Context: an optimization exercise on an open-source flow, tuned for small area, a short achievable clock period and few clock cycles per item. The choices shown serve that exercise and are no tape-out recipe. Only simulation tests tie the RTL to the original design; equivalence was not proved.

## softmax
module softmax #(
    parameter N  = 8,
    parameter NS = 16,                
    parameter L  = 5                  
) (
    input  wire        clk,
    input  wire        rst_n,
    input  wire        in_valid,
    input  wire [31:0] in_data,
    output wire        in_ready,
    output wire        out_valid,
    output wire [31:0] out_data,
    output wire        out_last
);
    localparam EMPTY = 2'd0, MUL = 2'd1, LAST = 2'd2, DONE = 2'd3;
    function automatic [3:0] inc(input [3:0] v);
        inc = (v == NS - 1) ? 4'd0 : v + 4'd1;
    endfunction
    reg        x0_full, xa_full, x1_full;
    reg [31:0] x0;
    reg [10:0] xa_w;
    reg [3:0]  xa_lc;
    reg        xa_neg;
    reg [3:0]  x1_c1, x1_c2, x1_c3;
    reg [10:0] x1_w;
    reg [3:0]  x1_lc;
    reg        x1_neg;
    reg [3:0]  ei;                    
    wire [10:0] w0, w1, w2, w3;
    wire [3:0]  lc0, lc1, lc2, lc3, c1, c2, c3;
  ...
Size in the first run: ~11,000 cells after synthesis, roughly 1,800 flip-flops, ~70 I/O pins, ~0.11 mm2 of cells after synthesis.
Settings: LEC_CHECK=0, CAP_MARGIN=20, CORE_MARGIN=2, CORE_UTILIZATION=40, SLEW_MARGIN=20; clock period 16.0 ns.
standard.sh (not shown) runs the stock make flow with config.mk's settings and CLKGATE_MAP_FILE= SYNTH_SCRIPT=/design/flow/synth_recipe.tcl, a recipe that flattens the netlist after the stock synthesis.
==> flow/flow/run.sh <==
#!/bin/bash
# The standard layout (standard.sh), with ORFS's repair_timing asked for a
# larger setup margin so that it also works on paths that already meet the
# clock period. The SDC (clock period and I/O delays) is the design's.
set -e
export SETUP_SLACK_MARGIN=${MARGIN:-11.5}
bash standard.sh > standard.log 2>&1
Testbench counts at the start, summed over its fixed seeds: cycles 4,123, vectors 192.
Change:
--- a/flow/design.v
+++ b/flow/design.v
@@ -17,36 +17,36 @@
     assign x  = gt ? ma : mas;
     assign y  = gt ? mbs : mb;
     assign ec = gt ? ea : eb;
 endmodule
 module add_pos_b (
     input  wire [23:0] x,
     input  wire [23:0] y,
-    input  wire [7:0]  ec,
     output wire [23:0] z,
     output reg  [4:0]  lz,            
-    output wire [7:0]  en             
+    output wire [7:0]  nlz            
 );
-    assign z  = x + y;
-    assign en = ec - {3'd0, lz};
+    assign z   = x + y;
+    assign nlz = 8'd0 - {3'd0, lz};
     integer i;
     always @(*) begin
         lz = 5'd24;
         for (i = 0; i < 24; i = i + 1)
             if (z[i]) lz = 5'd23 - i[4:0];
     end
 endmodule
 module add_norm (
     input  wire [23:0] z,
-    input  wire [7:0]  en,
+    input  wire [7:0]  ec,
     input  wire [4:0]  lz,
+    input  wire [7:0]  nlz,           
     output wire [30:0] s
 );
     wire [23:0] zn = z << lz;
-    assign s = {en, zn[22:0]};
+    assign s = {ec + nlz, zn[22:0]};
 endmodule
 module exp_booth (
     input  wire [3:0]  c,
     output wire [11:0] neg,
     output wire [11:0] one,
     output wire [11:0] two,
     output wire [7:0]  e
@@ -1385,16 +1385,17 @@
     reg [3:0]  sp;                    
     reg        se_v;                  
     reg [30:0] se;
     reg        sb;                    
     reg [23:0] sx, sy;
     reg [7:0]  sec;
     reg [23:0] acc_z;                 
-    reg [7:0]  acc_e;                 
-    reg [4:0]  acc_lz;
+    reg [7:0]  acc_e;
+    reg [4:0]  acc_lz;                
+    reg [7:0]  acc_nlz;               
     reg [2:0]  scnt;                  
     reg        pending;               
     reg [30:0] s_div;                 
     reg [3:0]  rp;                    
     reg [3:0]  rd_cnt;                
     reg [L-1:0] lane;                 
     wire [3:0]  pc, plc;
@@ -1422,28 +1423,29 @@
     wire       wsel = g_p || g_x;
     wire [3:0] widx = g_p ? id2 : ei;
     wire fr1   = (st2 == EMPTY) || g_p;
     wire ld    = x1_ok && x1_big && fr1;
     wire x1_go = ld || g_x;
     wire xa_go = xa_full && (!x1_full || x1_go);
     wire x0_go = x0_full && (!xa_full || xa_go);
-    reg  nrdy;                        
-    assign in_ready = !nrdy;
+    reg  nrdy;
+    reg  rdy_o;
+    assign in_ready = rdy_o;
     wire take  = in_valid && !nrdy;
     wire        sa_go = se_v && !sb && !pending;
     wire        fetch = nf[sp] && (!se_v || sa_go);
     wire [30:0] s_cur;
-    add_norm u_sn (.z(acc_z), .en(acc_e), .lz(acc_lz), .s(s_cur));
+    add_norm u_sn (.z(acc_z), .ec(acc_e), .lz(acc_lz), .nlz(acc_nlz), .s(s_cur));
     wire [23:0] sx_nx, sy_nx;
     wire [7:0]  sec_nx;
     add_pos_a u_sa (.a(se), .b(s_cur), .x(sx_nx), .y(sy_nx), .ec(sec_nx));
     wire [23:0] sz_nx;
     wire [4:0]  slz_nx;
-    wire [7:0]  sen_nx;
-    add_pos_b u_sb (.x(sx), .y(sy), .ec(sec), .z(sz_nx), .lz(slz_nx), .en(sen_nx));
+    wire [7:0]  snlz_nx;
+    add_pos_b u_sb (.x(sx), .y(sy), .z(sz_nx), .lz(slz_nx), .nlz(snlz_nx));
     wire [L-1:0] dv_ready;
     wire        dv_go   = !rd_cnt[3] && |(dv_ready & lane);
     wire        handoff = pending && rd_cnt[3];
     wire [30:0] a_rd = ebuf[rp];
     wire [30:0] dv_out;
     fp_div_r4 #(.L(L)) u_div (
         .clk(clk), .rst_n(rst_n),
@@ -1479,14 +1481,15 @@
             pending <= 1'b0;
             rp      <= 4'd0;
             rd_cnt  <= 4'd8;
             lane    <= {{(L-1){1'b0}}, 1'b1};
             acc_z   <= 24'h800000;
             acc_e   <= 8'd0;
             acc_lz  <= 5'd0;
+            acc_nlz <= 8'd0;
         end else begin
             x0_full <= take || (x0_full && !x0_go);
             xa_full <= x0_go || (xa_full && !xa_go);
             nrdy    <= (take || (x0_full && !x0_go)) && (x0_go || (xa_full && !xa_go));
             x1_full <= xa_go || (x1_full && !x1_go);
             if (x1_go) ei <= inc(ei);
             st2 <= (st1 == MUL) ? ((pc == 4'd0) ? LAST : MUL) : st1;
@@ -1502,34 +1505,37 @@
                 sp   <= inc(sp);
                 se_v <= 1'b1;
             end else if (sa_go) begin
                 se_v <= 1'b0;
             end
             sb <= sa_go;
             if (sb) begin
-                acc_z  <= sz_nx;
-                acc_e  <= sen_nx;
-                acc_lz <= slz_nx;
+                acc_z   <= sz_nx;
+                acc_e   <= sec;
+                acc_lz  <= slz_nx;
+                acc_nlz <= snlz_nx;
                 scnt   <= scnt + 3'd1;
                 if (scnt == N - 1) pending <= 1'b1;
             end
             if (handoff) begin
                 pending <= 1'b0;
                 rd_cnt  <= 4'd0;
                 acc_z   <= 24'h800000;
                 acc_e   <= 8'd0;
                 acc_lz  <= 5'd0;
+                acc_nlz <= 8'd0;
             end else if (dv_go) begin
                 rd_cnt <= rd_cnt + 4'd1;
                 rp     <= inc(rp);
                 lane   <= {lane[L-2:0], lane[L-1]};
             end
         end
     end
     always @(posedge clk) begin
+        rdy_o <= !((take || (x0_full && !x0_go)) && (x0_go || (xa_full && !xa_go)));
         if (take)
             x0 <= in_data;
         if (x0_go) begin
             xa_w   <= w0;
             xa_lc  <= lc0;
             xa_neg <= neg0;
         end
After rerunning:
- The new run went through all stages and came out clean
- final area is higher by a few percent
- core utilization is higher by 0.62 points
- global-route usage is higher by 2.6 points
- via count is higher by a few percent
- synthesized cell count is higher slightly
- worst setup slack improves by 42 ps
Testbench counts after the change, summed over its fixed seeds: cycles 4,123, vectors 192.

## re-timing with driven ports
Ports are ideal in the flow. The routed layouts listed here were re-timed in OpenROAD.
Step 1 sets driving cells, clkbuf_16 on the clock port and buf_2 on the other inputs (assumed; they add their load-dependent delay and slew).
Step 2 adds t to the input delays and takes it off the output delays; t is the mean of the earliest and latest rising clock arrival at the registers after step 1. Input paths then give back, and output paths get back, about the clock's delay inside the block.
Three values: no drivers, after step 1, after step 2; two values: the first two.
run | shift t [ns] | setup slack, ns | cell pins on the clock port's net
the first run | 0.962 | 11.266 / 11.209 / 11.266 | 1
the second run | 0.973 | 11.308 / 11.212 / 11.331 | 1
After both steps setup and hold are still met in every run listed.
